What follows belongs to an exercise in optimizing a design on an open flow for small area and a short achievable clock period; a production flow would make more cautious choices.
Where RTL was checked, it was by simulation tests only, not by an equivalence proof against the original.
For run 1, only the layout was checked, not whether the RTL still works.
No activity file was given, so power comes from the tool's default toggle rates.

## design/flow/design.v

```verilog
`timescale 1ns / 1ps
module ColorDetect(
    input reset_n,
    input clk,
    input enable,
    input [23:0] DATA_IN,
    input DATA_IN_VALID,
    input [10:0] X_VALUE,
    input [9:0] Y_VALUE,
    input [1:0] COLOR,
    input [31:0] FRAME_WAIT,
    output [31:0] COORDINATE,
    output READY
    );
    localparam KX = 5;   
    localparam KY = 5;   
    reg ready;
    reg en;
    reg [15:0] frames;
    reg [19:0] count;            
    reg [10:0] x_q0;             
    reg x_neg;                   
    reg [19:0] x_part;           
    reg [10:KX] x_qhi;           
    reg [9:0] y_q0;
    reg y_neg;
    reg [19:0] y_part;
    reg [9:KY] y_qhi;
    wire sof = (X_VALUE == 11'd0) && (Y_VALUE == 10'd0);
    wire run = enable && reset_n;
    wire hit = (frames == FRAME_WAIT[15:0]);
    always @(posedge clk) begin
        en <= run && hit;
        if (!run || hit)
            frames <= 16'd0;
        else if (DATA_IN_VALID && sof)
            frames <= frames + 16'd1;
    end
    always @(posedge clk)
        ready <= (X_VALUE == 11'd1279) && (Y_VALUE == 10'd719) && !ready;
    wire [7:0] r = DATA_IN[23:16];
    wire [7:0] g = DATA_IN[15:8];
    wire [7:0] b = DATA_IN[7:0];
    reg match;
    always @(*) begin
        case (COLOR)
            2'b00: match = (r >= 8'd180) && (g <= 8'd80) && (b <= 8'd80);
            2'b01: match = (r < 8'd80) && (g > 8'd180) && (b < 8'd80);
            2'b10: match = (r < 8'd80) && (g < 8'd80) && (b > 8'd180);
            default: match = (r > 8'd200) && (g > 8'd200) && (b < 8'd80);
        endcase
    end
    wire [10:0] qx;
    wire [19:0] rx;
    wire [9:0] qy;
    wire [19:0] ry;
    CentroidFinish #(.W(11), .K0(KX)) fx (.q0(x_q0), .neg(x_neg), .part(x_part), .qhi(x_qhi), .d(count), .q(qx), .r(rx));
    CentroidFinish #(.W(10), .K0(KY)) fy (.q0(y_q0), .neg(y_neg), .part(y_part), .qhi(y_qhi), .d(count), .q(qy), .r(ry));
    wire take = DATA_IN_VALID && match;
    wire [19:0] dn = count + {19'd0, take};
    wire nx_neg, ny_neg;
    wire [19:0] nx_part, ny_part;
    wire [10:KX] nx_qhi;
    wire [9:KY] ny_qhi;
    CentroidStart #(.W(11), .K0(KX)) sx (.q(qx), .r(rx), .v(X_VALUE), .take(take), .d(dn), .neg(nx_neg), .part(nx_part), .qhi(nx_qhi));
    CentroidStart #(.W(10), .K0(KY)) sy (.q(qy), .r(ry), .v(Y_VALUE), .take(take), .d(dn), .neg(ny_neg), .part(ny_part), .qhi(ny_qhi));
    wire clr = !reset_n || !en;
    always @(posedge clk) begin
        if (clr || (DATA_IN_VALID && sof)) begin
            count <= {19'd0, !clr && match};
            x_q0 <= 11'd0;
            x_neg <= 1'b0;
            x_part <= 20'd0;
            x_qhi <= 0;
            y_q0 <= 10'd0;
            y_neg <= 1'b0;
            y_part <= 20'd0;
            y_qhi <= 0;
        end else begin
            count <= dn;
            x_q0 <= qx;
            x_neg <= nx_neg;
            x_part <= nx_part;
            x_qhi <= nx_qhi;
            y_q0 <= qy;
            y_neg <= ny_neg;
            y_part <= ny_part;
            y_qhi <= ny_qhi;
        end
    end
    assign COORDINATE = {5'd0, qx, 6'd0, qy};
    assign READY = ready;
endmodule
module RippleAdd #(parameter N = 8) (
    input [N-1:0] a,
    input [N-1:0] b,
    input ci,
    output [N-1:0] s,
    output co
    );
    wire [N:0] c;
    assign c[0] = ci;
    genvar j;
    generate
        for (j = 0; j < N; j = j + 1) begin : bit_
            assign s[j] = a[j] ^ b[j] ^ c[j];
            assign c[j+1] = (a[j] & b[j]) | (c[j] & (a[j] ^ b[j]));
        end
    endgenerate
    assign co = c[N];
endmodule
module SelectAdd #(parameter N = 8, parameter B = 4) (
    input [N-1:0] a,
    input [N-1:0] b,
    input ci,
    output [N-1:0] s,
    output co
    );
    generate
        if (N <= B) begin : one
            RippleAdd #(.N(N)) r (.a(a), .b(b), .ci(ci), .s(s), .co(co));
        end else begin : split
            wire c;
            RippleAdd #(.N(B)) lo (.a(a[B-1:0]), .b(b[B-1:0]), .ci(ci), .s(s[B-1:0]), .co(c));
            wire [N-B-1:0] s0, s1;
            wire c0, c1;
            RippleAdd #(.N(N-B)) h0 (.a(a[N-1:B]), .b(b[N-1:B]), .ci(1'b0), .s(s0), .co(c0));
            RippleAdd #(.N(N-B)) h1 (.a(a[N-1:B]), .b(b[N-1:B]), .ci(1'b1), .s(s1), .co(c1));
            assign s[N-1:B] = c ? s1 : s0;
            assign co = c0 | (c & c1);
        end
    endgenerate
endmodule
module DivStage #(parameter W = 11, parameter I = 1) (
    input [W:0] a,
    input [19:0] d,
    output [W:0] an,
    output qb
    );
    localparam K = W + 1 - I;
    wire [K-1:0] t;
    wire ge;
    SelectAdd #(.N(K), .B((K+1)/2)) sub (.a(a[W:I]), .b(~d[K-1:0]), .ci(1'b1), .s(t), .co(ge));
    assign qb = ge & ~|d[19:K];
    generate
        if (I > 0) begin : low
            assign an = qb ? {t, a[I-1:0]} : a;
        end
    endgenerate
endmodule
module CentroidStart #(parameter W = 11, parameter K0 = 4) (
    input [W-1:0] q,
    input [19:0] r,
    input [W-1:0] v,
    input take,
    input [19:0] d,
    output neg,
    output [19:0] part,
    output [W-1:K0] qhi
    );
    wire [20:0] o1 = {1'b0, r};
    wire [20:0] o2 = {{(21-W){1'b0}}, v & {W{take}}};
    wire [20:0] o3 = {{(21-W){1'b1}}, ~(q & {W{take}})};
    wire [20:0] cs = o1 ^ o2 ^ o3;
    wire [20:0] cc = (o1 & o2) | (o1 & o3) | (o2 & o3);
    wire [20:0] n;
    wire co;
    SelectAdd #(.N(21), .B(11)) add (.a(cs), .b({cc[19:0], 1'b0}), .ci(1'b1), .s(n), .co(co));
    assign neg = n[20];
    wire [19:0] m = n[19:0] ^ {20{neg}};
    wire [W:0] a [K0:W];
    assign a[W] = m[W:0];
    genvar i;
    generate
        for (i = W - 1; i >= K0; i = i - 1) begin : stage
            DivStage #(.W(W), .I(i)) st (.a(a[i+1]), .d(d), .an(a[i]), .qb(qhi[i]));
        end
    endgenerate
    assign part = {m[19:W+1], a[K0]};
endmodule
module CentroidFinish #(parameter W = 11, parameter K0 = 4) (
    input [W-1:0] q0,
    input neg,
    input [19:0] part,
    input [W-1:K0] qhi,
    input [19:0] d,
    output [W-1:0] q,
    output [19:0] r
    );
    wire [W:0] a [0:K0];
    wire [K0-1:0] qlo;
    assign a[K0] = part[W:0];
    genvar i;
    generate
        for (i = K0 - 1; i >= 1; i = i - 1) begin : stage
            DivStage #(.W(W), .I(i)) st (.a(a[i+1]), .d(d), .an(a[i]), .qb(qlo[i]));
        end
    endgenerate
    wire [19:0] p = {part[19:W+1], a[1]};
    wire [19:0] t0;
    wire [19:0] u;
    wire ge0, cu;
    SelectAdd #(.N(20), .B(10)) sub0 (.a(p), .b(~d), .ci(1'b1), .s(t0), .co(ge0));
    SelectAdd #(.N(20), .B(10)) add2 (.a({d[18:0], 1'b0}), .b(~p), .ci(1'b0), .s(u), .co(cu));
    assign qlo[0] = ge0;
    assign r = neg ? (ge0 ? u : ~t0) : (ge0 ? t0 : p);
    wire [W-1:0] e = {qhi, qlo[K0-1:1], 1'b0} ^ {{(W-1){neg}}, 1'b0};
    wire [W-1:0] q_0, q_1;
    wire cq0, cq1;
    RippleAdd #(.N(W)) addq0 (.a(q0), .b(e), .ci(1'b0), .s(q_0), .co(cq0));
    RippleAdd #(.N(W)) addq1 (.a(q0), .b(e | 1'b1), .ci(1'b0), .s(q_1), .co(cq1));
    assign q = (ge0 ^ neg) ? q_1 : q_0;
endmodule
```

## design/flow/flow/run.sh

```bash
#!/bin/bash
# Standard layout, with the port buffers made from buf_2 cells instead of
# the resizer's default choice, and timing repair aiming at a shorter period
# than the clock's (a larger setup slack margin).
set -euo pipefail
export BUFFER_PORTS_ARGS="-buffer_cell sky130_fd_sc_hd__buf_2"
bash standard.sh "BUFFER_PORTS_ARGS=-buffer_cell sky130_fd_sc_hd__buf_2" "SETUP_SLACK_MARGIN=62" finish > standard.log 2>&1
```

## design/flow/standard.sh

```bash
#!/bin/bash
# synth_recipe.tcl (not shown) runs the flow's synth.tcl, then flattens the netlist and writes it again
# the make line also repeats each setting of config.mk as NAME=value (left out here)
make -C /OpenROAD-flow-scripts/flow DESIGN_CONFIG=/design/flow/config.mk WORK_HOME=/design/flow/orfs CLKGATE_MAP_FILE= SYNTH_SCRIPT=/design/flow/synth_recipe.tcl "${@:-finish}"
```

## design/flow/config.mk

```make
export PLATFORM = sky130hd
export DESIGN_NAME = ColorDetect
export DESIGN_NICKNAME = ColorDetect
export VERILOG_FILES = /design/flow/design.v
export SDC_FILE = /design/flow/constraint.sdc
export NUM_CORES = 4
export LEC_CHECK = 0
export ABC_AREA = 1
export CAP_MARGIN = 20
export CORE_MARGIN = 2
export CORE_UTILIZATION = 40
export SLEW_MARGIN = 20
```

## design/flow/constraint.sdc

```tcl
create_clock -name core_clock -period 100.0 [get_ports {clk}]
set_input_delay 20.0000 -clock core_clock [delete_from_list [all_inputs] [get_ports {clk}]]
set_output_delay 20.0000 -clock core_clock [all_outputs]
set_load 0.01 [all_outputs]
```

==> results of run 1 <==
## layer usage
metal,part of all wire (%),up-vias
li1,-,6981
met1,46,6612
met2,45,313
met3,6.0,54
met4,2.2,2
met5,0.14,-
## flip-flops by register name (all words and copies together) (netlist names), 5 cells and up
signal	count
count	20
x_part	20
y_part	20
frames	16
x_q0	11
y_q0	10
x_qhi	6
y_qhi	5
## logic make-up after synthesis
logic type / count (synthesis)
other: 1
AOI/OAI and AO/OA: 363
adders and majority gates: 299
and+or+nand+nor: 756
muxes: 9
buffers and inverters: 483
xor gates and xnor gates: 148
DFF: 112
## layout make-up
| class | instances | area, um^2 | share of cell area (%) |
|---|---|---|---|
| clock buffer | 10 | 239 | 1.33 |
| tap | 518 | 648 | 3.62 |
| multi-input combinational | 1588 | 12200 | 67.8 |
| antenna | 1 | 2.50 | 0.0140 |
| timing repair buffer | 150 | 965 | 5.38 |
| inverter | 420 | 1600 | 8.94 |
| sequential | 112 | 2250 | 12.5 |
| clock inverter | 6 | 65.1 | 0.363 |
## metrics by stage
step	hold WS, ps	instances	cell area (um^2)
detailed placement	517	2741	16800
finish	528	2805	17900
CTS	531	2780	17500
global placement	514	2741	16800
global route	550	2804	17900
floorplan	478	2181	15900
## final timing paths
| path | startpoint | slack, ps | end |
|---|---|---|---|
| setup reg to reg | count[1] | 70190 | x_part[7] |
| setup / recovery | count[1] | 62730 | COORDINATE[26] |
| hold reg to reg | frames[1] | 530 | frames[1] |
| hold / removal | frames[1] | 530 | frames[1] |
## layout by cell type, fill, tap and decap left out, types with 6 or more instances in the layout
| master | synthesis | routed |
|---|---|---|
| nor2_2 | 4 | 6 |
| o21a_1 | 12 | 12 |
| a21oi_1 | 109 | 105 |
| a21o_1 | 10 | 10 |
| fa_1 | 175 | 136 |
| nand2_1 | 383 | 368 |
| clkbuf_16 | 0 | 10 |
| fa_2 | 0 | 39 |
| buf_2 | 2 | 88 |
| nor2_1 | 185 | 180 |
| nor3_1 | 19 | 19 |
| and2_1 | 6 | 6 |
| buf_4 | 12 | 57 |
| nand3_2 | 5 | 8 |
| nand2_2 | 5 | 8 |
| xor2_1 | 94 | 93 |
| or2_2 | 23 | 23 |
| nand4_1 | 15 | 15 |
| clkinvlp_4 | 0 | 6 |
| o211ai_1 | 16 | 16 |
| o21bai_1 | 12 | 12 |
| xnor2_1 | 54 | 54 |
| dfxtp_1 | 112 | 109 |
| ha_1 | 124 | 124 |
| o21ai_0 | 171 | 158 |
| conb_1 | 1 | 11 |
| nand3_1 | 83 | 78 |
| o21ai_1 | 8 | 14 |
| o21ai_2 | 1 | 6 |
| nand2_4 | 2 | 13 |
| nor4_1 | 9 | 8 |
| inv_1 | 416 | 409 |
## critical path: cells and delay by family (launching register included)
family	cells	cell delay [ps]
AOI/OAI and AO/OA	10	970
xor gates and xnor gates	2	360
adders and majority gates	33	11580
buffers and inverters	16	1520
DFF	1	340
muxes	1	100
and+or+nand+nor	21	1970
## where the power goes
part / internal (mW) / switching [mW]
registers: 0.0445 / 0.0000000825
logic: 0.0527 / 0.0741
clock network: 0.0203 / 0.0196
total: 0.118 / 0.0937
## timing repair
action	CTS	global route
endpoints found under the setup margin	20	16
resized for setup	61	73
setup buffers	21	23
pin swaps	9	22
cloned	2	1
==> flow_metrics.py, run 1 <==
metrics = {
    "clock_network": {
        "cts-root-buf": "clkbuf_16",
        "cts_tree": "built",
        "numCtsBuffers": 9,
        "clock_latency_ps": 390,
        "htreeDepth": 3,
        "clk_pin_slew_ps": 80,
        "clk_path_buf_depth": 2,
        "cts.sinks": 112,
        "holdBufCountCts": 0,
    },
    "placed_design": {
        "dp_slack_ps": 58440,
        "dp_hpwl_um": 33300,
        "io_buffers": 88,
        "globalplace.congestion": 0.873,
    },
    "synth": {
        "synth_edf_count": 0,
        "yosys.area.top_type": "fa_1",
        "synth_xor_area_share_pct": 8.19,
        "ys_ff_latch": 112,
        "synth_top_family_by_area": "adder cells",
        "synth_adder_area_share_pct": 31.9,
        "synth-simple-area-share_pct": 20.6,
        "synth_seq_area_share_pct": 14.2,
        "netlist_area_um2": 15800,
        "yosysUniqueCellTypes": 58,
        "synth-compound-area-share_pct": 12.7,
        "synth_ff_type": "dfxtp_1",
        "avgSynthCellArea_um2": 7.29,
        "netlist_instances": 2171,
        "synth_top_cell_area_share_pct": 22.1,
        "yosysWarnings": 5,
        "synth_top_cells_by_count": "416 x inv_1, 383 x nand2_1, 185 x nor2_1, 175 x fa_1, 171 x o21ai_0",
        "synth_mux_area_share_pct": 0.593,
        "yosys-top-cells-area": "fa_1 22%, dfxtp_1 14%, inv_1 9.9%",
        "async_flop_share_pct": 0,
        "yosysMostFrequentCell": "inv_1",
    },
    "sta": {
        "setup_tns_ps": 0,
        "worst_pin_slew_ps": 1160,
        "fin_skew_ps": 15.3,
        "final_hold_viol_count": 0,
        "min_period_ps": 37270,
        "setup_viol": 0,
        "period_share_pct": 37.3,
        "slew-limit-headroom_pct": 22.1,
        "finalMaxSlewViolations": 0,
        "max_freq_mhz": 26.8,
        "fin_ws_ps": 62730,
        "rsz0062_at_grt": "no",
    },
    "worst_setup_path": {
        "crit_top_cell": "fa_2",
        "startpoint_type": "register",
        "path_max_fanout": 11,
        "crit_type": "reg -> out",
        "crit_required_ps": 80000,
        "max_stage_delay_ps": 430,
        "r2r_cells": 150,
        "worstPathArrival_ps": 17270,
        "critPathCaptureType": "primary output",
        "slowest_stage": "fa_2",
    },
    "min_path": {
        "min_path_cells": 2,
        "hp-class": "reg -> reg",
    },
    "die": {
        "die_w_um": 203,
        "core_um2": 38800,
        "dieHeight_um": 203,
        "rows": 72,
        "die_area_um2": 41200,
        "io-pin-count": 116,
        "start_util_pct": 40.8,
    },
    "power": {
        "power_mw": 0.211,
        "ir_drop_mv": 0.0195,
        "p_per_area_nw_per_um2": 11.8,
        "p_leak_nw": 8.32,
    },
    "routing": {
        "viasPerCell": 4.98,
        "drtPass1Iterations": 5,
        "dr_total_vias": 14000,
        "routed_wl_um": 42900,
        "antenna_left": 0,
        "drc": 0,
        "dr.first_iter.drc_count": 765,
        "wl_per_cell_um": 15.3,
    },
    "final_layout": {
        "final_util_pct": 46.2,
        "syn2layout_area_growth_pct": 13.2,
        "final_nets": 2663,
        "n_fill_cell": 3945,
        "drive_above_1_share_pct": 13.6,
    },
    "job": {
        "cap_violations": 0,
    },
    "grt": {
        "grt_busiest_layer": "met2",
        "use_met2_pct": 35.1,
        "antenna_found_initial": 1,
        "grt_pass1_vias": 13600,
        "grt_max_degree": 47,
        "grt_overflow": 0,
        "grt_pass1_wl_um": 68800,
        "globalRouteMet1Util_pct": 28.2,
        "use_met3_pct": 3.58,
        "grtUsageTotal_pct": 21.1,
    },
    "run_status": {
        "status": "no timing/DRC/antenna violations",
    },
}
==> run 2, diff against run 1 <==
--- a/design/flow/design.v
+++ b/design/flow/design.v
@@ -204,10 +204,7 @@
     SelectAdd #(.N(20), .B(10)) add2 (.a({d[18:0], 1'b0}), .b(~p), .ci(1'b0), .s(u), .co(cu));
     assign qlo[0] = ge0;
     assign r = neg ? (ge0 ? u : ~t0) : (ge0 ? t0 : p);
-    wire [W-1:0] e = {qhi, qlo[K0-1:1], 1'b0} ^ {{(W-1){neg}}, 1'b0};
-    wire [W-1:0] q_0, q_1;
-    wire cq0, cq1;
-    RippleAdd #(.N(W)) addq0 (.a(q0), .b(e), .ci(1'b0), .s(q_0), .co(cq0));
-    RippleAdd #(.N(W)) addq1 (.a(q0), .b(e | 1'b1), .ci(1'b0), .s(q_1), .co(cq1));
-    assign q = (ge0 ^ neg) ? q_1 : q_0;
-endmodule
+    wire [W-1:0] quo = {qhi, qlo};
+    wire cq;
+    RippleAdd #(.N(W)) addq (.a(q0), .b(quo ^ {W{neg}}), .ci(1'b0), .s(q), .co(cq));
+endmodule
==> design/flow/run.sh (new file) <==
#!/bin/bash
# synth_recipe.tcl (not shown) runs the flow's synth.tcl, then flattens the netlist and writes it again
# the make line also repeats each setting of config.mk as NAME=value (left out here)
make -C /OpenROAD-flow-scripts/flow DESIGN_CONFIG=/design/flow/config.mk WORK_HOME=/design/flow/orfs CLKGATE_MAP_FILE= SYNTH_SCRIPT=/design/flow/synth_recipe.tcl finish
removed: design/flow/flow/run.sh
removed: design/flow/standard.sh
==> run 2 against run 1 <==
  * First-iteration DRC count rose by 10%
  * Non-clock buffer count fell by 45
  * Sequential cell count did not move
  * Critical path depth rose by 2
  * Cell count fell by 1.6%
  * Synthesized cell count rose by 0.23%
  * Fmax fell by 12%
  * Power fell by 2.9%
  * Still clean
  * Final area fell by 2.3%
  * Sequential power barely moved
  * Sequential share of layout area rose by 0.27 points
==> flow_metrics.py, run 2 <==
metrics = {
    "placed_design": {
        "io_buffers": 88,
        "dp_hpwl_um": 33700,
        "globalplace.congestion": 0.872,
        "place_area_um2": 17200,
        "dp.cells": 2743,
    },
    "routing": {
        "wl_per_cell_um": 15.1,
        "routed_wl_um": 41500,
        "antenna_left": 0,
        "dr.first_iter.drc_count": 844,
        "viasPerCell": 4.98,
        "dr_total_vias": 13700,
        "drc": 0,
        "drtPass1Iterations": 5,
    },
    "sta": {
        "setup_tns_ps": 0,
        "slew-limit-headroom_pct": 38.4,
        "worst_pin_slew_ps": 923,
        "final_hold_viol_count": 0,
        "finalMaxSlewViolations": 0,
        "min_period_ps": 42120,
        "setup_viol": 0,
        "fin_skew_ps": 13.9,
        "hold_ws_ps": 502,
        "period_share_pct": 42.1,
        "max_freq_mhz": 23.7,
        "rsz0062_at_grt": "no",
    },
    "die": {
        "rows": 72,
        "start_util_pct": 40.6,
        "die_w_um": 203,
        "io-pin-count": 116,
        "die_area_um2": 41000,
        "core_um2": 38800,
        "dieHeight_um": 203,
    },
    "worst_setup_path": {
        "crit_type": "reg -> out",
        "r2r-end": "x_part[6]",
        "r2r_cells": 150,
        "startpoint_type": "register",
        "critPathCaptureType": "primary output",
        "worstPathArrival_ps": 22120,
        "slowest_stage": "clkdlybuf4s50_1",
        "path_max_fanout": 16,
        "max_stage_delay_ps": 600,
        "rrSetupSlack_ps": 63920,
        "crit_top_cell": "fa_1",
        "crit_required_ps": 80000,
        "timing.rr.start": "count[0]",
    },
    "synth": {
        "yosysWarnings": 5,
        "synth_xor_area_share_pct": 7.66,
        "synth_ff_type": "dfxtp_1",
        "ys_ff_latch": 112,
        "synth_seq_area_share_pct": 14.2,
        "synth-simple-area-share_pct": 20.6,
        "yosysUniqueCellTypes": 54,
        "yosys.area.top_type": "fa_1",
        "avgSynthCellArea_um2": 7.25,
        "netlist_instances": 2176,
        "synth_top_family_by_area": "adder cells",
        "synth_adder_area_share_pct": 32.1,
        "yosysMostFrequentCell": "inv_1",
        "synth_mux_area_share_pct": 0.603,
        "synth_top_cells_by_count": "418 x inv_1, 376 x nand2_1, 197 x nor2_1, 175 x fa_1, 174 x o21ai_0",
        "synth_edf_count": 0,
        "yosys-top-cells-area": "fa_1 22%, dfxtp_1 14%, inv_1 9.9%",
        "async_flop_share_pct": 0,
        "netlist_area_um2": 15800,
        "synth_top_cell_area_share_pct": 22.2,
        "synth-compound-area-share_pct": 13.0,
    },
    "min_path": {
        "hp-class": "reg -> reg",
        "min_path_cells": 2,
        "holdCritStartpoint": "frames[11]",
        "min_to": "frames[11]",
    },
    "final_layout": {
        "diodes": 0,
        "syn2layout_area_growth_pct": 11.1,
        "layout_common_cells": "418 x inv_1, 376 x nand2_1, 195 x nor2_1",
        "drive_above_1_share_pct": 3.53,
        "fin_cells": 2759,
        "final_util_pct": 45.1,
        "finalInstanceArea_um2": 17500,
        "final_nets": 2618,
        "n_fill_cell": 3925,
        "final_common_cell": "inv_1",
        "reg.largest.list": "count (20), x_part (20), y_part (20)",
    },
    "power": {
        "p_per_area_nw_per_um2": 11.7,
        "power.switching_mw": 0.0925,
        "p_comb_share_pct": 57.5,
        "pwr-share-clk_pct": 20.8,
        "p_leak_nw": 8.07,
        "switching_share_pct": 45.1,
        "intPower_mw": 0.113,
        "ir_drop_mv": 0.0145,
        "power.share.sequential_pct": 21.7,
    },
    "grt": {
        "antenna_found_initial": 1,
        "grt_max_degree": 46,
        "grt_overflow": 0,
        "grtUsageTotal_pct": 21.1,
        "grt_pass1_wl_um": 68700,
        "grt_pass1_vias": 13800,
    },
    "clock_network": {
        "post_cts.repair.setup_buffers": 0,
        "cts.sinks": 112,
        "cts_resized": 0,
        "cts_tree": "built",
        "clock_latency_ps": 400,
        "htreeDepth": 3,
        "holdBufCountCts": 0,
        "numCtsBuffers": 9,
        "clk_pin_slew_ps": 90,
        "cts-root-buf": "clkbuf_16",
        "clk_path_buf_depth": 2,
    },
    "job": {
        "cap_violations": 0,
    },
    "run_status": {
        "status": "no timing/DRC/antenna violations",
    },
}
run 2: cell count changes in the layout (fill, tap and decap cells not counted), moves of 16 or more:
| cell | change |
|---|---|
| o21ai_0 | +16 |
| clkdlybuf4s50_1 | +88 |
| buf_2 | -88 |
| buf_4 | -40 |
| fa_1 | +39 |
| fa_2 | -39 |
run 2: area by class of cell:
type / count / area, um^2 / share of cell area, %
Sequential cell: 112 / 2240 / 12.8
Clock buffer: 9 / 225 / 1.29
Clock inverter: 7 / 110 / 0.628
Timing Repair Buffer: 105 / 1010 / 5.76
Inverter: 421 / 1580 / 9.02
Tap cell: 518 / 648 / 3.70
Multi-Input combinational cell: 1587 / 11700 / 66.8
run 2: cell families after synthesis:
kind of cell             count (synthesis)
AO/OA/AOI/OAI                          368
adder cells (fa/ha/maj)                299
AND/OR/NAND/NOR                        762
XOR/XNOR                               138
other                                    1
buffers and inverters                  487
flip-flops                             112
multiplexers                             9
run 2: stage by stage:
stage	total power, mW	setup WS, ps
after floorplan	0.135	61610
after global placement	0.159	58670
after detailed placement	0.164	58650
after CTS	0.207	57950
after global routing	0.226	56460
final	0.205	57880
run 2: how the worst max path moves through the flow:
stage | from | endpoint | slack, ps
after global routing | count[0] | COORDINATE[26] | 56460
after global placement | count[0] | COORDINATE[26] | 58670
after floorplan | count[1] | COORDINATE[26] | 61610
after detailed placement | count[0] | COORDINATE[26] | 58650
after CTS | count[0] | COORDINATE[26] | 57950
final | count[0] | COORDINATE[26] | 57880
run 2: power by group through the flow:
| stage | clock network, mW | registers (mW) | logic (mW) |
|---|---|---|---|
| after floorplan | 0 | 0.0456 | 0.0898 |
| after global routing | 0.0449 | 0.0446 | 0.136 |
| after CTS | 0.0436 | 0.0446 | 0.119 |
| after global placement | 0 | 0.0456 | 0.113 |
| after detailed placement | 0 | 0.0456 | 0.118 |
| final | 0.0426 | 0.0446 | 0.118 |
run 2: worst max-delay path, delay by kind of cell (launching register included):
family                   cells  cell delay, ps
AO/OA/AOI/OAI               10            1400
AND/OR/NAND/NOR             20            2570
buffers and inverters       16            2930
adder cells (fa/ha/maj)     36           13780
XOR/XNOR                     3             700
flip-flops                   1             320
run 2: layer usage:
metal / wire length (um) / share of wire [%] / GRT usage [%]
met1: 19100 / 46 / 27.3
met2: 19400 / 47 / 36.0
met3: 1930 / 4.7 / 3.23
met4: 1070 / 2.6 / 7.19
met5: 28 / 0.067 / 0

==> what the ideal ports hide <==
No port has a modelled driver above. Below, the same layouts with a new extraction and two added sets of constraints.
Step 1 assumes that a clkbuf_16 drives the clock port and a buf_2 every other input.
Step 2 times the ports against the registers' clock, not the clock port: input delays grow and output delays shrink by t, the midpoint of the rising clock arrivals with the driver on.
Three values: no drivers, after step 1, after step 2; two values: the first two.
run | t, ns | setup WS [ns] | worst register clock-pin slew, ns | worst data-port slew with drivers (ns)
run 1 | 0.432 | 62.733 / 62.679 / 62.511 | 0.09 / 0.09 | 0.05
run 2 | 0.446 | 57.877 / 57.827 / 58.273 | 0.09 / 0.09 | 0.05
After both steps every run listed still meets setup and hold. The setup slack of run 1, which loses most, moves by -0.054 ns with the drivers and by -0.222 ns with both steps.
